What follows belongs to an exercise in optimizing a design on an open flow for small area, a short achievable clock period and few clock cycles; a production flow would make more cautious choices. At most, simulation tests tie the RTL to the original design; equivalence was not proved. Only the layout flow was run in runs 1 and 2; the RTL was not checked for function there.

--- run.sh ---
#!/bin/bash
# synth_recipe.tcl (not shown) runs the flow's synth.tcl, then flattens the netlist and writes it again
# the make line also repeats each setting of config.mk as NAME=value (left out here)
make -C /OpenROAD-flow-scripts/flow DESIGN_CONFIG=/design/flow/config.mk WORK_HOME=/design/flow/orfs CLKGATE_MAP_FILE= SYNTH_SCRIPT=/design/flow/synth_recipe.tcl finish
--- config.mk ---
export PLATFORM = sky130hd
export DESIGN_NAME = SP_wocg
export DESIGN_NICKNAME = SP_wocg
export VERILOG_FILES = /design/flow/design.v
export SDC_FILE = /design/flow/constraint.sdc
export NUM_CORES = 4
export LEC_CHECK = 0
export ABC_AREA = 1
export ABC_CLOCK_PERIOD_IN_PS = 3500
export CAP_MARGIN = 20
export CORE_MARGIN = 2
export CORE_UTILIZATION = 40
export SETUP_SLACK_MARGIN = 4.5
export SLEW_MARGIN = 20
export SYNTH_MEMORY_MAX_BITS = 16384
export TNS_END_PERCENT = 5
--- constraint.sdc ---
create_clock -name core_clock -period 8.0 [get_ports {clk}]
set_input_delay 1.6000 -clock core_clock [delete_from_list [all_inputs] [get_ports {clk}]]
set_output_delay 1.6000 -clock core_clock [all_outputs]
set_load 0.01 [all_outputs]
--- design.v ---
module SP_wocg(
	clk,
	rst_n,
	in_valid,
	in_data,
	in_mode,
	out_valid,
	out_data
);
input clk, rst_n, in_valid;
input [2:0] in_mode;
input [8:0] in_data;
output reg out_valid;
output reg [8:0] out_data;
integer k;
function [8:0] qadd;     
	input [8:0] x, y;
	reg [9:0] s, s2;
	begin
		s  = {2'b0, x[7:0]} + {2'b0, y[7:0]};
		s2 = {2'b0, x[7:0]} + {2'b0, y[7:0]} + 10'd258;   
		if (s2[9]) qadd = {~(x[8] ^ y[8]), s2[7:0]};
		else       qadd = {x[8] ^ y[8], s[7:0]};
	end
endfunction
function [8:0] qsub;     
	input [8:0] x, y;
	reg [8:0] d, d2;
	begin
		d  = {1'b0, x[7:0]} - {1'b0, y[7:0]};
		d2 = {1'b0, x[7:0]} - {1'b0, y[7:0]} + 9'd254;
		if (d[8]) qsub = {~(x[8] ^ y[8]), d2[7:0]};
		else      qsub = {x[8] ^ y[8], d[7:0]};
	end
endfunction
function [8:0] maddq;    
	input [8:0] x, y;
	input       n;
	reg [9:0] s, s1;
	begin
		if (n) begin
			s  = {1'b0, x} - {1'b0, y};
			s1 = {1'b0, x} - {1'b0, y} + 10'd509;
			maddq = s[9] ? s1[8:0] : s[8:0];
		end else begin
			s  = {1'b0, x} + {1'b0, y};
			s1 = {1'b0, x} + {1'b0, y} + 10'd3;      
			maddq = (s1[9] | s[9]) ? s1[8:0] : s[8:0];
		end
	end
endfunction
function [2:0] pop6;
	input [5:0] v;
	begin
		case (v)
			6'd0: pop6 = 3'd0;
			6'd1: pop6 = 3'd1;
			6'd2: pop6 = 3'd1;
			6'd3: pop6 = 3'd2;
			6'd4: pop6 = 3'd1;
			6'd5: pop6 = 3'd2;
			6'd6: pop6 = 3'd2;
			6'd7: pop6 = 3'd3;
			6'd8: pop6 = 3'd1;
			6'd9: pop6 = 3'd2;
			6'd10: pop6 = 3'd2;
			6'd11: pop6 = 3'd3;
			6'd12: pop6 = 3'd2;
			6'd13: pop6 = 3'd3;
			6'd14: pop6 = 3'd3;
			6'd15: pop6 = 3'd4;
			6'd16: pop6 = 3'd1;
			6'd17: pop6 = 3'd2;
			6'd18: pop6 = 3'd2;
			6'd19: pop6 = 3'd3;
			6'd20: pop6 = 3'd2;
			6'd21: pop6 = 3'd3;
			6'd22: pop6 = 3'd3;
			6'd23: pop6 = 3'd4;
			6'd24: pop6 = 3'd2;
			6'd25: pop6 = 3'd3;
			6'd26: pop6 = 3'd3;
			6'd27: pop6 = 3'd4;
			6'd28: pop6 = 3'd3;
			6'd29: pop6 = 3'd4;
			6'd30: pop6 = 3'd4;
			6'd31: pop6 = 3'd5;
			6'd32: pop6 = 3'd1;
			6'd33: pop6 = 3'd2;
			6'd34: pop6 = 3'd2;
			6'd35: pop6 = 3'd3;
			6'd36: pop6 = 3'd2;
			6'd37: pop6 = 3'd3;
			6'd38: pop6 = 3'd3;
			6'd39: pop6 = 3'd4;
			6'd40: pop6 = 3'd2;
			6'd41: pop6 = 3'd3;
			6'd42: pop6 = 3'd3;
			6'd43: pop6 = 3'd4;
			6'd44: pop6 = 3'd3;
			6'd45: pop6 = 3'd4;
			6'd46: pop6 = 3'd4;
			6'd47: pop6 = 3'd5;
			6'd48: pop6 = 3'd2;
			6'd49: pop6 = 3'd3;
			6'd50: pop6 = 3'd3;
			6'd51: pop6 = 3'd4;
			6'd52: pop6 = 3'd3;
			6'd53: pop6 = 3'd4;
			6'd54: pop6 = 3'd4;
			6'd55: pop6 = 3'd5;
			6'd56: pop6 = 3'd3;
			6'd57: pop6 = 3'd4;
			6'd58: pop6 = 3'd4;
			6'd59: pop6 = 3'd5;
			6'd60: pop6 = 3'd4;
			6'd61: pop6 = 3'd5;
			6'd62: pop6 = 3'd5;
			6'd63: pop6 = 3'd6;
		endcase
	end
endfunction
reg [4:0] cnt;           
reg [2:0] mode;
wire start = (cnt == 5'd0) && in_valid;
reg [4:0] os;            
always @(*) begin
	case ({mode[2], mode[1]})
		2'b00: os = 5'd6;
		2'b10: os = 5'd10;
		2'b01: os = 5'd11;
		default: os = 5'd17;
	endcase
end
wire last = (cnt == os + 5'd5);
wire [4:0] cnt_n = start ? 5'd1 : (cnt == 5'd0 || last) ? 5'd0 : cnt + 5'd1;
wire [2:0] mode_n = start ? in_mode : mode;
always @(posedge clk or negedge rst_n) begin
	if (!rst_n) cnt <= 5'd0;
	else        cnt <= cnt_n;
end
always @(posedge clk) if (start) mode <= in_mode;
reg ph_in;       
reg ph_nl;       
reg ph_b;        
reg ph_k;        
reg ph_c;        
reg ph_s;        
reg ins_3;       
reg ins_4;       
reg ph_o;        
reg first;       
reg [2:0] oc;
always @(posedge clk or negedge rst_n) begin
	if (!rst_n) begin
		ph_in <= 1'b0; ph_nl <= 1'b0; ph_b <= 1'b0; ph_k <= 1'b0;
		ph_c <= 1'b0; ph_s <= 1'b0; ins_3 <= 1'b0; ins_4 <= 1'b0;
		ph_o <= 1'b0; first <= 1'b0; oc <= 3'd0;
	end else begin
		ph_in <= (cnt_n >= 5'd1) && (cnt_n <= 5'd6);
		ph_nl <= (cnt_n >= 5'd2) && (cnt_n <= 5'd7);
		first <= (cnt_n == 5'd2);
		ph_b  <= (cnt_n >= 5'd3) && (cnt_n <= 5'd8);
		ph_k  <= mode_n[1] && (cnt_n >= 5'd8) && (cnt_n <= 5'd13);
		ph_c  <= mode_n[1] && (cnt_n >= 5'd10) && (cnt_n <= 5'd15);
		ph_s  <= mode_n[1] ? (cnt_n >= 5'd10) && (cnt_n <= 5'd15)
		                   : (cnt_n >= 5'd4) && (cnt_n <= 5'd9);
		ins_3 <= mode_n[2] && !mode_n[1] && (cnt_n >= 5'd4) && (cnt_n <= 5'd9);
		ins_4 <= mode_n[2] && mode_n[1] && (cnt_n >= 5'd11) && (cnt_n <= 5'd16);
		ph_o  <= (cnt_n != 5'd0) && (cnt_n >= os);
		oc    <= ph_o ? oc + 3'd1 : 3'd0;
	end
end
reg [8:0] a_r;
reg [7:0] af_r;          
reg       ahi_r;         
wire      in_hi = in_data > 9'd254;
wire [8:0] in_f = in_hi ? 9'd509 - in_data : in_data;
always @(posedge clk) begin
	a_r   <= in_data;
	af_r  <= in_f[7:0];
	ahi_r <= in_hi;
end
reg  [8:0] nlog_t;
always @(*) begin
	case (af_r)
      8'd0: nlog_t = 9'd0;
      8'd1: nlog_t = 9'd0;
      8'd2: nlog_t = 9'd509;
      8'd3: nlog_t = 9'd501;
      8'd4: nlog_t = 9'd508;
      8'd5: nlog_t = 9'd420;
      8'd6: nlog_t = 9'd500;
      8'd7: nlog_t = 9'd185;
      8'd8: nlog_t = 9'd507;
      8'd9: nlog_t = 9'd492;
      8'd10: nlog_t = 9'd419;
      8'd11: nlog_t = 9'd38;
      8'd12: nlog_t = 9'd499;
      8'd13: nlog_t = 9'd131;
      8'd14: nlog_t = 9'd184;
      8'd15: nlog_t = 9'd411;
      8'd16: nlog_t = 9'd506;
      8'd17: nlog_t = 9'd100;
      8'd18: nlog_t = 9'd491;
      8'd19: nlog_t = 9'd25;
      8'd20: nlog_t = 9'd418;
      8'd21: nlog_t = 9'd176;
      8'd22: nlog_t = 9'd37;
      8'd23: nlog_t = 9'd208;
      8'd24: nlog_t = 9'd498;
      8'd25: nlog_t = 9'd330;
      8'd26: nlog_t = 9'd130;
      8'd27: nlog_t = 9'd483;
      8'd28: nlog_t = 9'd183;
      8'd29: nlog_t = 9'd150;
      8'd30: nlog_t = 9'd410;
      8'd31: nlog_t = 9'd391;
      8'd32: nlog_t = 9'd505;
      8'd33: nlog_t = 9'd29;
      8'd34: nlog_t = 9'd99;
      8'd35: nlog_t = 9'd95;
      8'd36: nlog_t = 9'd490;
      8'd37: nlog_t = 9'd308;
      8'd38: nlog_t = 9'd24;
      8'd39: nlog_t = 9'd122;
      8'd40: nlog_t = 9'd417;
      8'd41: nlog_t = 9'd367;
      8'd42: nlog_t = 9'd175;
      8'd43: nlog_t = 9'd196;
      8'd44: nlog_t = 9'd36;
      8'd45: nlog_t = 9'd402;
      8'd46: nlog_t = 9'd207;
      8'd47: nlog_t = 9'd469;
      8'd48: nlog_t = 9'd497;
      8'd49: nlog_t = 9'd372;
      8'd50: nlog_t = 9'd329;
      8'd51: nlog_t = 9'd91;
      8'd52: nlog_t = 9'd129;
      8'd53: nlog_t = 9'd269;
      8'd54: nlog_t = 9'd482;
      8'd55: nlog_t = 9'd458;
      8'd56: nlog_t = 9'd182;
      8'd57: nlog_t = 9'd16;
      8'd58: nlog_t = 9'd149;
      8'd59: nlog_t = 9'd55;
      8'd60: nlog_t = 9'd409;
      8'd61: nlog_t = 9'd435;
      8'd62: nlog_t = 9'd390;
      8'd63: nlog_t = 9'd167;
      8'd64: nlog_t = 9'd504;
      8'd65: nlog_t = 9'd41;
      8'd66: nlog_t = 9'd28;
      8'd67: nlog_t = 9'd486;
      8'd68: nlog_t = 9'd98;
      8'd69: nlog_t = 9'd199;
      8'd70: nlog_t = 9'd94;
      8'd71: nlog_t = 9'd58;
      8'd72: nlog_t = 9'd489;
      8'd73: nlog_t = 9'd324;
      8'd74: nlog_t = 9'd307;
      8'd75: nlog_t = 9'd321;
      8'd76: nlog_t = 9'd23;
      8'd77: nlog_t = 9'd223;
      8'd78: nlog_t = 9'd121;
      8'd79: nlog_t = 9'd361;
      8'd80: nlog_t = 9'd416;
      8'd81: nlog_t = 9'd474;
      8'd82: nlog_t = 9'd366;
      8'd83: nlog_t = 9'd304;
      8'd84: nlog_t = 9'd174;
      8'd85: nlog_t = 9'd10;
      8'd86: nlog_t = 9'd195;
      8'd87: nlog_t = 9'd141;
      8'd88: nlog_t = 9'd35;
      8'd89: nlog_t = 9'd340;
      8'd90: nlog_t = 9'd401;
      8'd91: nlog_t = 9'd318;
      8'd92: nlog_t = 9'd206;
      8'd93: nlog_t = 9'd382;
      8'd94: nlog_t = 9'd468;
      8'd95: nlog_t = 9'd445;
      8'd96: nlog_t = 9'd496;
      8'd97: nlog_t = 9'd334;
      8'd98: nlog_t = 9'd371;
      8'd99: nlog_t = 9'd20;
      8'd100: nlog_t = 9'd328;
      8'd101: nlog_t = 9'd344;
      8'd102: nlog_t = 9'd90;
      8'd103: nlog_t = 9'd80;
      8'd104: nlog_t = 9'd128;
      8'd105: nlog_t = 9'd86;
      8'd106: nlog_t = 9'd268;
      8'd107: nlog_t = 9'd220;
      8'd108: nlog_t = 9'd481;
      8'd109: nlog_t = 9'd70;
      8'd110: nlog_t = 9'd457;
      8'd111: nlog_t = 9'd299;
      8'd112: nlog_t = 9'd181;
      8'd113: nlog_t = 9'd274;
      8'd114: nlog_t = 9'd15;
      8'd115: nlog_t = 9'd118;
      8'd116: nlog_t = 9'd148;
      8'd117: nlog_t = 9'd113;
      8'd118: nlog_t = 9'd54;
      8'd119: nlog_t = 9'd287;
      8'd120: nlog_t = 9'd408;
      8'd121: nlog_t = 9'd76;
      8'd122: nlog_t = 9'd434;
      8'd123: nlog_t = 9'd358;
      8'd124: nlog_t = 9'd389;
      8'd125: nlog_t = 9'd238;
      8'd126: nlog_t = 9'd166;
      8'd127: nlog_t = 9'd258;
      8'd128: nlog_t = 9'd503;
      8'd129: nlog_t = 9'd187;
      8'd130: nlog_t = 9'd40;
      8'd131: nlog_t = 9'd413;
      8'd132: nlog_t = 9'd27;
      8'd133: nlog_t = 9'd210;
      8'd134: nlog_t = 9'd485;
      8'd135: nlog_t = 9'd393;
      8'd136: nlog_t = 9'd97;
      8'd137: nlog_t = 9'd124;
      8'd138: nlog_t = 9'd198;
      8'd139: nlog_t = 9'd471;
      8'd140: nlog_t = 9'd93;
      8'd141: nlog_t = 9'd460;
      8'd142: nlog_t = 9'd57;
      8'd143: nlog_t = 9'd169;
      8'd144: nlog_t = 9'd488;
      8'd145: nlog_t = 9'd60;
      8'd146: nlog_t = 9'd323;
      8'd147: nlog_t = 9'd363;
      8'd148: nlog_t = 9'd306;
      8'd149: nlog_t = 9'd143;
      8'd150: nlog_t = 9'd320;
      8'd151: nlog_t = 9'd447;
      8'd152: nlog_t = 9'd22;
      8'd153: nlog_t = 9'd82;
      8'd154: nlog_t = 9'd222;
      8'd155: nlog_t = 9'd301;
      8'd156: nlog_t = 9'd120;
      8'd157: nlog_t = 9'd289;
      8'd158: nlog_t = 9'd360;
      8'd159: nlog_t = 9'd260;
      8'd160: nlog_t = 9'd415;
      8'd161: nlog_t = 9'd395;
      8'd162: nlog_t = 9'd473;
      8'd163: nlog_t = 9'd171;
      8'd164: nlog_t = 9'd365;
      8'd165: nlog_t = 9'd449;
      8'd166: nlog_t = 9'd303;
      8'd167: nlog_t = 9'd262;
      8'd168: nlog_t = 9'd173;
      8'd169: nlog_t = 9'd264;
      8'd170: nlog_t = 9'd9;
      8'd171: nlog_t = 9'd7;
      8'd172: nlog_t = 9'd194;
      8'd173: nlog_t = 9'd428;
      8'd174: nlog_t = 9'd140;
      8'd175: nlog_t = 9'd5;
      8'd176: nlog_t = 9'd34;
      8'd177: nlog_t = 9'd46;
      8'd178: nlog_t = 9'd339;
      8'd179: nlog_t = 9'd192;
      8'd180: nlog_t = 9'd400;
      8'd181: nlog_t = 9'd108;
      8'd182: nlog_t = 9'd317;
      8'd183: nlog_t = 9'd426;
      8'd184: nlog_t = 9'd205;
      8'd185: nlog_t = 9'd216;
      8'd186: nlog_t = 9'd381;
      8'd187: nlog_t = 9'd138;
      8'd188: nlog_t = 9'd467;
      8'd189: nlog_t = 9'd158;
      8'd190: nlog_t = 9'd444;
      8'd191: nlog_t = 9'd3;
      8'd192: nlog_t = 9'd495;
      8'd193: nlog_t = 9'd103;
      8'd194: nlog_t = 9'd333;
      8'd195: nlog_t = 9'd32;
      8'd196: nlog_t = 9'd370;
      8'd197: nlog_t = 9'd375;
      8'd198: nlog_t = 9'd19;
      8'd199: nlog_t = 9'd44;
      8'd200: nlog_t = 9'd327;
      8'd201: nlog_t = 9'd477;
      8'd202: nlog_t = 9'd343;
      8'd203: nlog_t = 9'd337;
      8'd204: nlog_t = 9'd89;
      8'd205: nlog_t = 9'd277;
      8'd206: nlog_t = 9'd79;
      8'd207: nlog_t = 9'd190;
      8'd208: nlog_t = 9'd127;
      8'd209: nlog_t = 9'd63;
      8'd210: nlog_t = 9'd85;
      8'd211: nlog_t = 9'd398;
      8'd212: nlog_t = 9'd267;
      8'd213: nlog_t = 9'd49;
      8'd214: nlog_t = 9'd219;
      8'd215: nlog_t = 9'd106;
      8'd216: nlog_t = 9'd480;
      8'd217: nlog_t = 9'd66;
      8'd218: nlog_t = 9'd69;
      8'd219: nlog_t = 9'd315;
      8'd220: nlog_t = 9'd456;
      8'd221: nlog_t = 9'd231;
      8'd222: nlog_t = 9'd298;
      8'd223: nlog_t = 9'd424;
      8'd224: nlog_t = 9'd180;
      8'd225: nlog_t = 9'd312;
      8'd226: nlog_t = 9'd273;
      8'd227: nlog_t = 9'd203;
      8'd228: nlog_t = 9'd14;
      8'd229: nlog_t = 9'd348;
      8'd230: nlog_t = 9'd117;
      8'd231: nlog_t = 9'd214;
      8'd232: nlog_t = 9'd147;
      8'd233: nlog_t = 9'd453;
      8'd234: nlog_t = 9'd112;
      8'd235: nlog_t = 9'd379;
      8'd236: nlog_t = 9'd53;
      8'd237: nlog_t = 9'd352;
      8'd238: nlog_t = 9'd286;
      8'd239: nlog_t = 9'd136;
      8'd240: nlog_t = 9'd407;
      8'd241: nlog_t = 9'd228;
      8'd242: nlog_t = 9'd75;
      8'd243: nlog_t = 9'd465;
      8'd244: nlog_t = 9'd433;
      8'd245: nlog_t = 9'd282;
      8'd246: nlog_t = 9'd357;
      8'd247: nlog_t = 9'd156;
      8'd248: nlog_t = 9'd388;
      8'd249: nlog_t = 9'd295;
      8'd250: nlog_t = 9'd237;
      8'd251: nlog_t = 9'd442;
      8'd252: nlog_t = 9'd165;
      8'd253: nlog_t = 9'd246;
      8'd254: nlog_t = 9'd257;
      8'd255: nlog_t = 9'd0;
	endcase
end
wire [8:0] nl_a = {nlog_t[8] ^ ahi_r, nlog_t[7:0]};
reg  [8:0] e_in;
reg  [8:0] ns;
reg  [8:0] t_r;          
reg        tq_r;         
reg  [8:0] exp_t;
always @(*) begin
	case (e_in[7:0])
      8'd0: exp_t = 9'd1;
      8'd1: exp_t = 9'd2;
      8'd2: exp_t = 9'd4;
      8'd3: exp_t = 9'd8;
      8'd4: exp_t = 9'd16;
      8'd5: exp_t = 9'd32;
      8'd6: exp_t = 9'd64;
      8'd7: exp_t = 9'd128;
      8'd8: exp_t = 9'd256;
      8'd9: exp_t = 9'd3;
      8'd10: exp_t = 9'd6;
      8'd11: exp_t = 9'd12;
      8'd12: exp_t = 9'd24;
      8'd13: exp_t = 9'd48;
      8'd14: exp_t = 9'd96;
      8'd15: exp_t = 9'd192;
      8'd16: exp_t = 9'd384;
      8'd17: exp_t = 9'd259;
      8'd18: exp_t = 9'd9;
      8'd19: exp_t = 9'd18;
      8'd20: exp_t = 9'd36;
      8'd21: exp_t = 9'd72;
      8'd22: exp_t = 9'd144;
      8'd23: exp_t = 9'd288;
      8'd24: exp_t = 9'd67;
      8'd25: exp_t = 9'd134;
      8'd26: exp_t = 9'd268;
      8'd27: exp_t = 9'd27;
      8'd28: exp_t = 9'd54;
      8'd29: exp_t = 9'd108;
      8'd30: exp_t = 9'd216;
      8'd31: exp_t = 9'd432;
      8'd32: exp_t = 9'd355;
      8'd33: exp_t = 9'd201;
      8'd34: exp_t = 9'd402;
      8'd35: exp_t = 9'd295;
      8'd36: exp_t = 9'd81;
      8'd37: exp_t = 9'd162;
      8'd38: exp_t = 9'd324;
      8'd39: exp_t = 9'd139;
      8'd40: exp_t = 9'd278;
      8'd41: exp_t = 9'd47;
      8'd42: exp_t = 9'd94;
      8'd43: exp_t = 9'd188;
      8'd44: exp_t = 9'd376;
      8'd45: exp_t = 9'd243;
      8'd46: exp_t = 9'd486;
      8'd47: exp_t = 9'd463;
      8'd48: exp_t = 9'd417;
      8'd49: exp_t = 9'd325;
      8'd50: exp_t = 9'd141;
      8'd51: exp_t = 9'd282;
      8'd52: exp_t = 9'd55;
      8'd53: exp_t = 9'd110;
      8'd54: exp_t = 9'd220;
      8'd55: exp_t = 9'd440;
      8'd56: exp_t = 9'd371;
      8'd57: exp_t = 9'd233;
      8'd58: exp_t = 9'd466;
      8'd59: exp_t = 9'd423;
      8'd60: exp_t = 9'd337;
      8'd61: exp_t = 9'd165;
      8'd62: exp_t = 9'd330;
      8'd63: exp_t = 9'd151;
      8'd64: exp_t = 9'd302;
      8'd65: exp_t = 9'd95;
      8'd66: exp_t = 9'd190;
      8'd67: exp_t = 9'd380;
      8'd68: exp_t = 9'd251;
      8'd69: exp_t = 9'd502;
      8'd70: exp_t = 9'd495;
      8'd71: exp_t = 9'd481;
      8'd72: exp_t = 9'd453;
      8'd73: exp_t = 9'd397;
      8'd74: exp_t = 9'd285;
      8'd75: exp_t = 9'd61;
      8'd76: exp_t = 9'd122;
      8'd77: exp_t = 9'd244;
      8'd78: exp_t = 9'd488;
      8'd79: exp_t = 9'd467;
      8'd80: exp_t = 9'd425;
      8'd81: exp_t = 9'd341;
      8'd82: exp_t = 9'd173;
      8'd83: exp_t = 9'd346;
      8'd84: exp_t = 9'd183;
      8'd85: exp_t = 9'd366;
      8'd86: exp_t = 9'd223;
      8'd87: exp_t = 9'd446;
      8'd88: exp_t = 9'd383;
      8'd89: exp_t = 9'd257;
      8'd90: exp_t = 9'd5;
      8'd91: exp_t = 9'd10;
      8'd92: exp_t = 9'd20;
      8'd93: exp_t = 9'd40;
      8'd94: exp_t = 9'd80;
      8'd95: exp_t = 9'd160;
      8'd96: exp_t = 9'd320;
      8'd97: exp_t = 9'd131;
      8'd98: exp_t = 9'd262;
      8'd99: exp_t = 9'd15;
      8'd100: exp_t = 9'd30;
      8'd101: exp_t = 9'd60;
      8'd102: exp_t = 9'd120;
      8'd103: exp_t = 9'd240;
      8'd104: exp_t = 9'd480;
      8'd105: exp_t = 9'd451;
      8'd106: exp_t = 9'd393;
      8'd107: exp_t = 9'd277;
      8'd108: exp_t = 9'd45;
      8'd109: exp_t = 9'd90;
      8'd110: exp_t = 9'd180;
      8'd111: exp_t = 9'd360;
      8'd112: exp_t = 9'd211;
      8'd113: exp_t = 9'd422;
      8'd114: exp_t = 9'd335;
      8'd115: exp_t = 9'd161;
      8'd116: exp_t = 9'd322;
      8'd117: exp_t = 9'd135;
      8'd118: exp_t = 9'd270;
      8'd119: exp_t = 9'd31;
      8'd120: exp_t = 9'd62;
      8'd121: exp_t = 9'd124;
      8'd122: exp_t = 9'd248;
      8'd123: exp_t = 9'd496;
      8'd124: exp_t = 9'd483;
      8'd125: exp_t = 9'd457;
      8'd126: exp_t = 9'd405;
      8'd127: exp_t = 9'd301;
      8'd128: exp_t = 9'd93;
      8'd129: exp_t = 9'd186;
      8'd130: exp_t = 9'd372;
      8'd131: exp_t = 9'd235;
      8'd132: exp_t = 9'd470;
      8'd133: exp_t = 9'd431;
      8'd134: exp_t = 9'd353;
      8'd135: exp_t = 9'd197;
      8'd136: exp_t = 9'd394;
      8'd137: exp_t = 9'd279;
      8'd138: exp_t = 9'd49;
      8'd139: exp_t = 9'd98;
      8'd140: exp_t = 9'd196;
      8'd141: exp_t = 9'd392;
      8'd142: exp_t = 9'd275;
      8'd143: exp_t = 9'd41;
      8'd144: exp_t = 9'd82;
      8'd145: exp_t = 9'd164;
      8'd146: exp_t = 9'd328;
      8'd147: exp_t = 9'd147;
      8'd148: exp_t = 9'd294;
      8'd149: exp_t = 9'd79;
      8'd150: exp_t = 9'd158;
      8'd151: exp_t = 9'd316;
      8'd152: exp_t = 9'd123;
      8'd153: exp_t = 9'd246;
      8'd154: exp_t = 9'd492;
      8'd155: exp_t = 9'd475;
      8'd156: exp_t = 9'd441;
      8'd157: exp_t = 9'd373;
      8'd158: exp_t = 9'd237;
      8'd159: exp_t = 9'd474;
      8'd160: exp_t = 9'd439;
      8'd161: exp_t = 9'd369;
      8'd162: exp_t = 9'd229;
      8'd163: exp_t = 9'd458;
      8'd164: exp_t = 9'd407;
      8'd165: exp_t = 9'd305;
      8'd166: exp_t = 9'd101;
      8'd167: exp_t = 9'd202;
      8'd168: exp_t = 9'd404;
      8'd169: exp_t = 9'd299;
      8'd170: exp_t = 9'd89;
      8'd171: exp_t = 9'd178;
      8'd172: exp_t = 9'd356;
      8'd173: exp_t = 9'd203;
      8'd174: exp_t = 9'd406;
      8'd175: exp_t = 9'd303;
      8'd176: exp_t = 9'd97;
      8'd177: exp_t = 9'd194;
      8'd178: exp_t = 9'd388;
      8'd179: exp_t = 9'd267;
      8'd180: exp_t = 9'd25;
      8'd181: exp_t = 9'd50;
      8'd182: exp_t = 9'd100;
      8'd183: exp_t = 9'd200;
      8'd184: exp_t = 9'd400;
      8'd185: exp_t = 9'd291;
      8'd186: exp_t = 9'd73;
      8'd187: exp_t = 9'd146;
      8'd188: exp_t = 9'd292;
      8'd189: exp_t = 9'd75;
      8'd190: exp_t = 9'd150;
      8'd191: exp_t = 9'd300;
      8'd192: exp_t = 9'd91;
      8'd193: exp_t = 9'd182;
      8'd194: exp_t = 9'd364;
      8'd195: exp_t = 9'd219;
      8'd196: exp_t = 9'd438;
      8'd197: exp_t = 9'd367;
      8'd198: exp_t = 9'd225;
      8'd199: exp_t = 9'd450;
      8'd200: exp_t = 9'd391;
      8'd201: exp_t = 9'd273;
      8'd202: exp_t = 9'd37;
      8'd203: exp_t = 9'd74;
      8'd204: exp_t = 9'd148;
      8'd205: exp_t = 9'd296;
      8'd206: exp_t = 9'd83;
      8'd207: exp_t = 9'd166;
      8'd208: exp_t = 9'd332;
      8'd209: exp_t = 9'd155;
      8'd210: exp_t = 9'd310;
      8'd211: exp_t = 9'd111;
      8'd212: exp_t = 9'd222;
      8'd213: exp_t = 9'd444;
      8'd214: exp_t = 9'd379;
      8'd215: exp_t = 9'd249;
      8'd216: exp_t = 9'd498;
      8'd217: exp_t = 9'd487;
      8'd218: exp_t = 9'd465;
      8'd219: exp_t = 9'd421;
      8'd220: exp_t = 9'd333;
      8'd221: exp_t = 9'd157;
      8'd222: exp_t = 9'd314;
      8'd223: exp_t = 9'd119;
      8'd224: exp_t = 9'd238;
      8'd225: exp_t = 9'd476;
      8'd226: exp_t = 9'd443;
      8'd227: exp_t = 9'd377;
      8'd228: exp_t = 9'd245;
      8'd229: exp_t = 9'd490;
      8'd230: exp_t = 9'd471;
      8'd231: exp_t = 9'd433;
      8'd232: exp_t = 9'd357;
      8'd233: exp_t = 9'd205;
      8'd234: exp_t = 9'd410;
      8'd235: exp_t = 9'd311;
      8'd236: exp_t = 9'd113;
      8'd237: exp_t = 9'd226;
      8'd238: exp_t = 9'd452;
      8'd239: exp_t = 9'd395;
      8'd240: exp_t = 9'd281;
      8'd241: exp_t = 9'd53;
      8'd242: exp_t = 9'd106;
      8'd243: exp_t = 9'd212;
      8'd244: exp_t = 9'd424;
      8'd245: exp_t = 9'd339;
      8'd246: exp_t = 9'd169;
      8'd247: exp_t = 9'd338;
      8'd248: exp_t = 9'd167;
      8'd249: exp_t = 9'd334;
      8'd250: exp_t = 9'd159;
      8'd251: exp_t = 9'd318;
      8'd252: exp_t = 9'd127;
      8'd253: exp_t = 9'd254;
      8'd254: exp_t = 9'd0;
      8'd255: exp_t = 9'd0;
	endcase
end
always @(posedge clk) begin
	t_r  <= exp_t;
	tq_r <= e_in[8];
end
wire [8:0] v_r = tq_r ? 9'd509 - t_r : t_r;
reg [8:0] rs [0:5];      
reg [8:0] rc [0:5];      
reg [2:0] rk [0:5];      
reg       rv [0:5];      
reg [8:0] x_r;           
wire [8:0] k_x = mode[0] ? ns : rc[0];
wire [8:0] k_y = mode[0] ? rc[0] : ns;
always @(posedge clk) e_in <= ph_k ? qsub(k_x, k_y) : nl_a;
always @(posedge clk) if (ph_nl) ns <= first ? e_in : qadd(ns, e_in);
wire [8:0] bval = mode[0] ? v_r : rs[1];
always @(posedge clk) x_r <= mode[1] ? v_r : bval;
wire       ins = ins_3 || ins_4;
reg  [5:0] lt;
reg  [5:0] ge;
always @(*) begin
	for (k = 0; k < 6; k = k + 1) begin
		lt[k] = x_r < rc[k];
		ge[k] = rv[k] & ~lt[k];
	end
end
wire [2:0] nrank = pop6(ge);
always @(posedge clk) begin
	for (k = 0; k < 6; k = k + 1) begin
		rs[(k+1)%6] <= rs[k];
		rc[(k+1)%6] <= rc[k];
		rk[(k+1)%6] <= rk[k] + {2'b0, ins & rv[k] & lt[k]};
		rv[(k+1)%6] <= rv[k] & ~start;
	end
	if (ph_in) rs[0] <= a_r;
	if (ph_nl) rc[1] <= e_in;
	if (ph_b) begin
		rs[2] <= maddq(rs[1], mode[0] ? t_r : rs[1], mode[0] & tq_r);
		rc[2] <= mode[1] ? rc[1] : bval;
	end
	if (ph_c) rc[3] <= v_r;
	if (ph_s) rs[3] <= maddq(rs[2], mode[1] ? t_r : rc[2], mode[1] & tq_r);
	if (ins_3) begin
		rk[3] <= nrank;
		rv[3] <= 1'b1;
	end
	if (ins_4) begin
		rk[4] <= nrank;
		rv[4] <= 1'b1;
	end
end
reg  [8:0] o_s, o_c, o_d;
always @(*) begin
	case ({mode[2], mode[1]})
		2'b00:   begin o_s = rs[4]; o_c = rc[4]; end
		2'b10:   begin o_s = rs[2]; o_c = rc[2]; end
		default: begin o_s = rs[3]; o_c = rc[3]; end
	endcase
	o_d = 9'd0;
	for (k = 0; k < 6; k = k + 1)
		o_d = o_d | ((rk[k] == oc) ? rc[k] : 9'd0);
	if (!mode[2]) o_d = o_c;
end
wire [8:0] e_val = maddq(o_s, o_d, 1'b0);
always @(posedge clk or negedge rst_n) begin
	if (!rst_n) begin
		out_valid <= 1'b0;
		out_data  <= 9'd0;
	end else begin
		out_valid <= ph_o;
		out_data  <= ph_o ? e_val : 9'd0;
	end
end
endmodule
==> flow_summary.toml, run 1 <==
[synth]
synth_cells = 3261
synth-main-ff-cell = "dfxtp_1"
yosys.area.top_type = "dfxtp_1"
syn_avg_cell_area_um2 = 6.302
yosys-top-cells-area = "dfxtp_1 18%, nand2_1 15%, nand3_1 13%, ha_1 11%, inv_1 6.4%"
syn_nets = 3458
seq_area_frac_synth_pct = 22.50
synth_top_area_share_pct = 17.63
synthArstFlopShare_pct = 12.79
synth_warnings = 5
synthDistinctLibCells = 59
synth_edf_count = 10
synth.most_common_cell = "nand2_1"
syn_area_mm2 = 0.02055
ys_ff_latch = 219
ys_top_cells_by_count = "821 x nand2_1, 526 x nand3_1, 352 x inv_1"

[global_routing]
use_met3_pct = 4.496
grtUsageMet1_pct = 39.86
grt_pass1_wl_um = 130800
grt_most_used_layer = "met2"
grt.total_usage_pct = 31.24
grt_start_max_net_pins = 61
overflow = 0
antenna_found_initial = 1
gr-usage-met2_pct = 50.56
grt_pass1_vias = 22410

[sta]
slew_headroom_pct = 39.28
worst_slew_pin_slew_ns = 0.9108
skew_ns = 0.02912
max_freq_ghz = 0.2807
grt_setup_unrepaired = "yes"
finalMaxSlewViolations = 0
layout_worst_path_cycle_share_pct = 44.53
setup_viol = 0
period_needed_ns = 3.563
hold_viol = 0
final.setup.tns_ns = 0

[finish]
synthToLayoutAreaGrowth_pct = 17.14
drive_gt1_share_pct = 11.40
fin_nets = 3474
fill_cells = 5320

[placed_design]
port_buffers = 24
gp_congestion = 1.020
dp_hpwl_um = 60820

[routing]
drtAntennaViolNets = 0
drt_iter0_drc = 2890
first_pass_iters = 8
vias_per_cell = 5.992
routed_wirelength_um = 86720
vias = 23840
drc = 0
routedWlPerCell_um = 21.80

[floorplanning]
die_h_um = 230.7
ios = 25
die_area_mm2 = 0.05321
start_util_pct = 40.22
core_mm2 = 0.05109
fp-row-count = 83
die_w_um = 230.7

[cts]
cts_tree = "yes"
hold_buffers = 0
cts_buffers = 27
clk_latency_ns = 0.56
clockBufferDepth = 3
htree_levels = 1
clkSlewWorstSetupHoldPaths_ns = 0.06
root_buffer = "clkbuf_16"
cts_sinks = 219

[worst_setup_path]
worstPathMaxFanout = 20
crit_path_cell_trace = "clkinvlp_4 > ha_4 > buf_6 > nor2_4 > buf_4 > a221oi_1 > a21oi_2 > ha_4 > nand2_1 > inv_1 > nand4_1 > o211ai_1 > buf_4 > xor2_4 > nand3_2 > nor2_4 > nand2_4 > nand2_8 > o21ai_1 > nor2_2"
end_kind = "flip-flop"
slowest_stage = "dfxtp_4"
crit_required_ns = 8.47
cp.arrival_ns = 4.03
worstSetupPathType = "reg2reg"
cp-start-kind = "flip-flop"
max_stage_delay_ns = 0.36

[hold_path]
hold_path_class = "reg2reg"

[run_status]
status = "finished clean"

[job]
cap_viol_max_count = 0
## final cells by class
| class | instances | area (um2) | share of cell area, % |
|---|---|---|---|
| multi-input cells | 2537 | 14940 | 62.05 |
| flip-flops and latches | 219 | 4639 | 19.27 |
| inverters | 366 | 1421 | 5.904 |
| repair buffers | 123 | 1287 | 5.348 |
| well taps | 680 | 850.8 | 3.534 |
| clock buffers | 39 | 792.0 | 3.290 |
| clock inverters | 11 | 123.9 | 0.5145 |
| repair inverters | 3 | 17.52 | 0.07276 |
| diodes | 1 | 2.502 | 0.01039 |
## worst paths after layout
| check | cells past startpoint | from | endpoint | slack [ns] |
|---|---|---|---|---|
| max | 20 | mode[1]$_DFF_P_ | out_data[0]$_DFF_PN0_ | 4.44 |
| min | 0 | rs[0][4]$_DFF_P_ | rs[1][4]$_DFF_P_ | 0.32 |
| max reg2reg | 20 | mode[1]$_DFF_P_ | out_data[0]$_DFF_PN0_ | 4.44 |
| min reg2reg | 0 | rs[0][4]$_DFF_P_ | rs[1][4]$_DFF_P_ | 0.32 |
| max in group asynchronous | 2 | rst_n | oc[1]$_DFF_PN0_ | 6.21 |
| min in group asynchronous | 2 | rst_n | out_data[7]$_DFF_PN0_ | 1.47 |
## cell families (layout without fill, tap and decap cells)
kind of cell    count (synthesis)  count (layout)  share of synthesized area [%]
compound gates                571             571                          16.15
flops                         219             219                          22.50
simple gates                 1672            1681                          35.35
mux                             9               9                         0.4932
other cells                     0               1                              0
buf+inv                       514             542                          10.03
xor+xnor                       94              94                          4.134
fa+ha+maj                     182             182                          11.34
## worst max-delay path: cells and delay by family, from the launching register on
kind / cells / cell delay, ns
AO/OA/AOI/OAI: 4 / 0.50
XOR/XNOR: 1 / 0.21
adder cells (fa/ha/maj): 2 / 0.50
buffers and inverters: 5 / 0.76
flip-flops: 1 / 0.36
AND/OR/NAND/NOR: 8 / 1.11
## cells in the final DEF (no fill, tap or decap), types with 22 or more instances in the layout
cell       instances
o22ai_1           22
xnor2_1           27
nand2_1          790
nand3_2           25
nand2_2           25
nor3_1            29
nand3_1          495
inv_1            334
clkbuf_16         30
xor2_1            58
nand4_1           24
nand2_4           25
buf_4             76
o211ai_1          36
dfrtp_1           25
dfxtp_1          176
ha_1             154
a21oi_1          141
o21ai_1           22
nor2_1           197
o21ai_0          226
## metal layers
layer  vias to the layer above  share of wire (%)
met5                         -                  0
met1                     11080                 40
met4                         0                6.6
li1                      11000                  -
met3                       392                8.5
met2                      1376                 45
## per-stage QoR
| stage | setup slack, ns | std cells | area, um2 | hold slack (ns) | utilization, % |
|---|---|---|---|---|---|
| detailed placement | 2.587 | 3841 | 21210 | 0.3132 | 41.51 |
| global route | 4.295 | 3978 | 24070 | 0.3297 | 47.11 |
| global placement | 2.553 | 3841 | 21210 | 0.3097 | 41.51 |
| CTS | 4.297 | 3949 | 23360 | 0.3269 | 45.72 |
| finish | 4.437 | 3979 | 24070 | 0.3244 | 47.12 |
| floorplan | 4.459 | 3261 | 20630 | 0.3096 | - |
## timing repair
item | CTS | global route
resized for setup | 163 | 110
endpoints found under the setup margin | 43 | 44
setup buffers | 44 | 25
pin swaps | 19 | 35
cloned | 14 | 4
## registers in the layout, summed over array words and instances, names as in the netlist, 3 cells and up
register	flops
a_r	9
cnt	5
e_in	9
mode	3
nlog_t	9
ns	9
oc	3
out_data	9
rc	54
rk	18
rs	54
rv	6
t_r	9
x_r	9
==> inputs of run 2 (changes only) <==
--- a/config.mk
+++ b/config.mk
@@ -11,6 +11,4 @@
 export CORE_MARGIN = 2
 export CORE_UTILIZATION = 40
-export SETUP_SLACK_MARGIN = 4.5
 export SLEW_MARGIN = 20
 export SYNTH_MEMORY_MAX_BITS = 16384
-export TNS_END_PERCENT = 5
==> run 2 against run 1 <==
Still clean on timing, DRC and antenna; die area unchanged; critical path depth is 4 lower; clock skew shrank 0.0035 ns; cell count down 2.2%; sequential share of layout area is 1.7 points higher; wire length fell by 6.8%; area after synthesis is the same; highest routed layer is now met5.
==> flow_summary.toml, run 2 <==
[worst_setup_path]
worstSetupPathType = "in2reg"
max_stage_delay_ns = 1.19
end_kind = "flip-flop"
slowest_stage = "clkdlybuf4s50_1"
cp.arrival_ns = 6.02
setup.worst_path.end = "nlog_t[8]$_DFF_P_"
crit_required_ns = 8.45
crit_path_cell_trace = "clkdlybuf4s50_1 > ha_1 > nand3_1 > nor2_1 > nand2_4 > nand3_1 > nand2_1 > ha_1 > inv_1 > nand3_1 > nand3_1 > nand3_1 > nand3_1 > nand3_1 > nand3_1 > nand2_1"
r2r_end = "out_data[1]$_DFF_PN0_"
cp-start-kind = "input port"
crit_start = "in_data[1]"
rr_worst_depth = 19
reg2reg_slack_ns = 2.73
worstPathMaxFanout = 18
r2r_start = "mode[1]$_DFF_P_"
cpMostUsedCell = "nand3_1"

[synth]
ys_ff_latch = 219
synthDistinctLibCells = 59
synth_edf_count = 10
syn_avg_cell_area_um2 = 6.302
ys_top_cells_by_count = "821 x nand2_1, 526 x nand3_1, 352 x inv_1"
yosys.area.top_type = "dfxtp_1"
synth.most_common_cell = "nand2_1"
synth_cells = 3261
yosys-top-cells-area = "dfxtp_1 18%, nand2_1 15%, nand3_1 13%, ha_1 11%, inv_1 6.4%"
seq_area_frac_synth_pct = 22.50
syn_nets = 3458
synth_top_area_share_pct = 17.63
synth_warnings = 5
synth-main-ff-cell = "dfxtp_1"
syn_area_mm2 = 0.02055
synthArstFlopShare_pct = 12.79

[global_routing]
grt_pass1_vias = 21410
overflow = 0
grt_pass1_wl_um = 123200
antenna_found_initial = 4
grt_start_max_net_pins = 78
grt.total_usage_pct = 29.25

[floorplanning]
fp-row-count = 83
die_w_um = 230.7
die_h_um = 230.7
start_util_pct = 40.22
die_area_mm2 = 0.05321
ios = 25
core_mm2 = 0.05109

[routing]
vias_per_cell = 5.920
drc = 0
first_pass_iters = 9
routed_wirelength_um = 80830
routedWlPerCell_um = 20.77
drtAntennaViolNets = 0
vias = 23040
drt_iter0_drc = 2929

[sta]
grt_setup_unrepaired = "no"
finalMaxSlewViolations = 0
final.setup.tns_ns = 0
worst_slew_pin_slew_ns = 1.089
skew_ns = 0.02566
max_freq_ghz = 0.1796
period_needed_ns = 5.568
layout_worst_path_cycle_share_pct = 69.61
hold_viol = 0
slew_headroom_pct = 27.16
timing.hold.ws_ns = 0.3268
setup_viol = 0

[finish]
postLayoutCoreUtil_pct = 43.16
drive_gt1_share_pct = 4.328
top_regs = "rc x54, rs x54, rk x18"
antenna_cells = 0
final_cell_mix = "818 x nand2_1, 526 x nand3_1, 352 x inv_1, 239 x o21ai_0, 209 x nor2_1"
fin_nets = 3390
synthToLayoutAreaGrowth_pct = 7.294
fill_cells = 5514
final_common_cell = "nand2_1"

[cts]
htree_levels = 1
hold_buffers = 0
clkSlewWorstSetupHoldPaths_ns = 0.07
clockBufferDepth = 3
cts_buffers = 27
cts_resized = 0
cts_tree = "yes"
root_buffer = "clkbuf_16"
post_cts_buffers = 0
cts_sinks = 219
clk_latency_ns = 0.56

[run_status]
status = "finished clean"

[placed_design]
port_buffers = 24
gp_congestion = 1.040
dp_hpwl_um = 60330

[hold_path]
hold_path_class = "reg2reg"

[job]
cap_viol_max_count = 0
-- run 2: cell type report --
| cell class | count | area, um2 | area share (%) |
|---|---|---|---|
| tap | 680 | 850.8 | 3.859 |
| clock inverter | 9 | 78.83 | 0.3575 |
| sequential | 219 | 4627 | 20.98 |
| inverter | 366 | 1374 | 6.231 |
| clock buffer | 39 | 792.0 | 3.592 |
| timing repair buffer | 51 | 442.9 | 2.009 |
| multi-input combinational | 2528 | 13880 | 62.97 |
-- run 2: through the flow --
step,std cells,cell area (um2),setup WS (ns)
after CTS,3892,22050,2.620
after global placement,3844,21180,2.108
after global routing,3892,22050,2.187
after floorplan,3261,20550,3.912
final,3892,22050,2.432
after detailed placement,3844,21180,2.043
-- run 2: metal layers --
metal	vias up	routed length, um	global-route usage (%)
met3	316	7376	4.755
met2	1287	36080	47.18
met4	6	4706	15.26
met5	-	43	0
li1	10820	-	-
met1	10610	32620	37.56
-- run 2: critical path, delay by kind of cell --
kind          cells  cell delay [ns]
simple gates     12             2.37
buf+inv           2             1.31
fa+ha+maj         2             0.70
-- run 2: worst min-delay path by stage --
stage,start,to,cells after the start
after floorplan,rs[0][0]$_DFF_P_,rs[1][0]$_DFF_P_,0
after global placement,rs[0][3]$_DFF_P_,rs[1][3]$_DFF_P_,0
after detailed placement,rs[0][4]$_DFF_P_,rs[1][4]$_DFF_P_,0
after CTS,rs[0][4]$_DFF_P_,rs[1][4]$_DFF_P_,0
after global routing,rs[0][0]$_DFF_P_,rs[1][0]$_DFF_P_,0
final,rs[0][1]$_DFF_P_,rs[1][1]$_DFF_P_,0
-- run 2: kinds of logic (layout without fill, tap and decap cells) --
logic type / count (synthesis) / in the layout / synth area share [%]
AO/OA/AOI/OAI: 571 / 571 / 16.15
multiplexers: 9 / 9 / 0.4932
AND/OR/NAND/NOR: 1672 / 1672 / 35.35
XOR/XNOR: 94 / 94 / 4.134
buffers and inverters: 514 / 465 / 10.03
flip-flops: 219 / 219 / 22.50
adder cells (fa/ha/maj): 182 / 182 / 11.34
==> inputs of run 3 (changes only) <==
--- a/design.v
+++ b/design.v
@@ -39,13 +39,16 @@
 	reg [9:0] s, s1;
 	begin
-		if (n) begin
-			s  = {1'b0, x} - {1'b0, y};
-			s1 = {1'b0, x} - {1'b0, y} + 10'd509;
-			maddq = s[9] ? s1[8:0] : s[8:0];
-		end else begin
-			s  = {1'b0, x} + {1'b0, y};
-			s1 = {1'b0, x} + {1'b0, y} + 10'd3;      
-			maddq = (s1[9] | s[9]) ? s1[8:0] : s[8:0];
-		end
+		s  = {1'b0, x} + {1'b0, y ^ {9{n}}} + {9'd0, n};    
+		s1 = s + (n ? 10'd509 : 10'd3);                     
+		maddq = (n ? ~s[9] : s1[9]) ? s1[8:0] : s[8:0];
+	end
+endfunction
+function [8:0] madd;     
+	input [8:0] x, y;
+	reg [9:0] s, s1;
+	begin
+		s  = {1'b0, x} + {1'b0, y};
+		s1 = {1'b0, x} + {1'b0, y} + 10'd3;      
+		madd = s1[9] ? s1[8:0] : s[8:0];
 	end
 endfunction
@@ -771,5 +774,5 @@
 	if (!mode[2]) o_d = o_c;
 end
-wire [8:0] e_val = maddq(o_s, o_d, 1'b0);
+wire [8:0] e_val = madd(o_s, o_d);
 always @(posedge clk or negedge rst_n) begin
 	if (!rst_n) begin
--- a/config.mk
+++ b/config.mk
@@ -11,4 +11,6 @@
 export CORE_MARGIN = 2
 export CORE_UTILIZATION = 40
+export SETUP_SLACK_MARGIN = 4.5
 export SLEW_MARGIN = 20
 export SYNTH_MEMORY_MAX_BITS = 16384
+export TNS_END_PERCENT = 5
==> run 3 against run 2 <==
Still clean on timing, DRC and antenna; wire length decreased by 1.2%; cell count fell by 3.3%; flip-flop and latch count is the same; hold slack got worse by 0.0033 ns; non-clock buffer count rose by 40; global-route usage rose by 1.0 points; core utilization rose by 3.2 points; first-iteration DRC count down 2.6%; critical path depth decreased by 1; critical path type unchanged.
==> flow_summary.toml, run 3 <==
[sta]
finalMaxSlewViolations = 0
hold_viol = 0
final.setup.tns_ns = 0
worst_slew_pin_slew_ns = 1.053
period_needed_ns = 3.789
max_freq_ghz = 0.2639
setup_viol = 0
grt_setup_unrepaired = "yes"
skew_ns = 0.02067
slew_headroom_pct = 29.55
timing.hold.ws_ns = 0.3235
layout_worst_path_cycle_share_pct = 47.37

[routing]
vias = 22340
drt_iter0_drc = 2852
vias_per_cell = 5.936
routedWlPerCell_um = 21.22
drc = 0
drtAntennaViolNets = 0
first_pass_iters = 8
routed_wirelength_um = 79860

[cts]
clkSlewWorstSetupHoldPaths_ns = 0.06
clk_latency_ns = 0.56
cts_sinks = 219
cts_buffers = 27
cts_tree = "yes"
clockBufferDepth = 3
root_buffer = "clkbuf_16"
htree_levels = 1

[floorplanning]
die_w_um = 226.2
start_util_pct = 40.41
fp-row-count = 81
die_area_mm2 = 0.05114
core_mm2 = 0.04885
ios = 25
die_h_um = 226.2

[synth]
syn_area_mm2 = 0.01974
synth.most_common_cell = "nand2_1"
yosys.area.top_type = "dfxtp_1"
syn_avg_cell_area_um2 = 6.388
synth_warnings = 5
seq_area_frac_synth_pct = 23.43
synth_top_area_share_pct = 18.36
ys_top_cells_by_count = "775 x nand2_1, 509 x nand3_1, 318 x inv_1"
synth_cells = 3090
ys_ff_latch = 219
synthDistinctLibCells = 61
syn_nets = 3273
synthArstFlopShare_pct = 12.79
synth-main-ff-cell = "dfxtp_1"
yosys-top-cells-area = "dfxtp_1 18%, nand2_1 15%, nand3_1 13%, ha_1 10%, inv_1 6.0%"
synth_edf_count = 10

[finish]
fin_nets = 3259
top_regs = "rc x54, rs x54, rk x18"
final_cell_mix = "754 x nand2_1, 481 x nand3_1, 302 x inv_1, 202 x o21ai_0, 194 x nor2_1"
fill_cells = 5037
final_common_cell = "nand2_1"
drive_gt1_share_pct = 10.30
design_area_mm2 = 0.02262
synthToLayoutAreaGrowth_pct = 14.59

[worst_setup_path]
cpMostUsedCell = "nand3_1"
cp-start-kind = "input port"
crit_required_ns = 8.44
reg2reg_slack_ns = 4.32
cp.arrival_ns = 4.23
r2r_start = "mode[0]$_DFFE_PP_"
rr_worst_depth = 23
end_kind = "flip-flop"
slowest_stage = "clkdlybuf4s50_1"
crit_start = "in_data[8]"
max_stage_delay_ns = 0.54
worstPathMaxFanout = 8
r2r_end = "rs[2][1]$_DFF_P_"
crit_path_cell_trace = "clkdlybuf4s50_1 > clkinvlp_4 > buf_4 > buf_12 > nand3_2 > nand2_8 > ha_4 > inv_1 > nand3_2 > nand3_1 > nand3_1 > nand3_1 > nand3_1 > nand3_1 > nand2_1"
worstSetupPathType = "in2reg"
setup.worst_path.end = "nlog_t[7]$_DFF_P_"

[global_routing]
grt_start_max_net_pins = 67
grt_pass1_wl_um = 121500
grt_pass1_vias = 21040
grt.total_usage_pct = 30.25
overflow = 0
antenna_found_initial = 1

[hold_path]
hold_path_class = "reg2reg"
hold_start = "rs[0][3]$_DFF_P_"

[run_status]
status = "finished clean"

[placed_design]
gp_congestion = 1.024
dp_hpwl_um = 56390
place_area_mm2 = 0.02043
port_buffers = 24

[job]
cap_viol_max_count = 0
run 3: cell count changes after synthesis, moves of 12 or more:
cell	delta
nand3_1	-17
o21ai_0	-22
a21oi_1	-19
inv_1	-34
nand2_1	-46
xnor2_1	+14
ha_1	-12
nand3b_1	-12
run 3: worst min-delay path by stage:
stage / to / depth (start not counted) / slack [ns]
3_3_place_gp: rs[1][3]$_DFF_P_ / 0 / 0.31
6_report: rs[1][3]$_DFF_P_ / 0 / 0.32
5_1_grt: rs[1][2]$_DFF_P_ / 0 / 0.33
2_1_floorplan: rs[1][0]$_DFF_P_ / 0 / 0.31
3_5_place_dp: rs[1][4]$_DFF_P_ / 0 / 0.31
4_1_cts: rs[1][3]$_DFF_P_ / 0 / 0.33
run 3: timing repair:
item                                    CTS  global route
hold buffers                              0             0
pin swaps                                23            24
setup buffers                            28            12
endpoints found under the setup margin   37            46
gates resized for setup                 149            68
cloned                                    7             3
run 3: critical path: cells and delay by family:
kind	cells	cell delay (ns)
buffers and inverters	5	1.12
adders and majority gates	1	0.21
and+or+nand+nor	9	1.29
run 3: through the flow:
stage | cells | setup slack [ns] | util, %
detailed placement | 3661 | 2.453 | 41.83
global placement | 3661 | 2.443 | 41.83
global route | 3761 | 4.127 | 46.30
finish | 3763 | 4.211 | 46.31
floorplan | 3090 | 4.458 | -
CTS | 3746 | 4.288 | 45.45
run 3: final cells by class:
type	count	area (um2)	area share (%)
tap	664	830.8	3.673
inverter	329	1285	5.681
timing repair inverter	3	16.27	0.07191
clock buffer	33	760.7	3.363
sequential	219	4642	20.52
timing repair buffer	91	818.3	3.617
antenna	2	5.005	0.02213
multi-input combinational	2405	14070	62.19
clock inverter	17	193.9	0.8574
run 3: logic make-up (layout without fill, tap and decap cells):
| group | after synthesis | in the layout | share of synthesized area, % |
|---|---|---|---|
| simple gates | 1583 | 1589 | 34.82 |
| mux | 9 | 9 | 0.5134 |
| compound gates | 538 | 538 | 16.16 |
| other cells | 0 | 2 | 0 |
| fa+ha+maj | 168 | 168 | 10.84 |
| xor+xnor | 101 | 101 | 4.576 |
| flops | 219 | 219 | 23.43 |
| buf+inv | 472 | 473 | 9.666 |
run 3: metal layers:
layer / GRT usage (%) / up-vias / routed length [um]
li1: - / 10410 / -
met1: 38.17 / 10340 / 32120
met2: 49.71 / 1266 / 35920
met3: 5.139 / 324 / 7225
met4: 15.17 / 0 / 4601
met5: 0 / - / 0
Testbench counts of run 3, summed over its fixed seeds: cycles 6,903.

-- re-timing with driven ports --
Ports are ideal in the flow. The routed layouts listed here were re-timed in OpenROAD.
Step 1 assumes that a clkbuf_16 drives the clock port and a buf_2 every other input.
Step 2 moves the port delays by t, midway between the first and last clock arrival at a register: inputs arrive t later, outputs are due t later. That takes back most of the time a late clock gives input paths.
a / b / c = no drivers / after step 1 / after step 2; a / b = the first two.
run	t (ns)	setup WS [ns]	worst setup path at the end	pins driven straight from the clock port
run 1	0.601	4.437 / 4.437 / 3.874	input to register	1
run 2	0.603	2.432 / 2.461 / 1.858	input to register	1
run 3	0.601	4.211 / 4.238 / 3.637	input to register	1
After both steps every run listed still meets setup and hold.
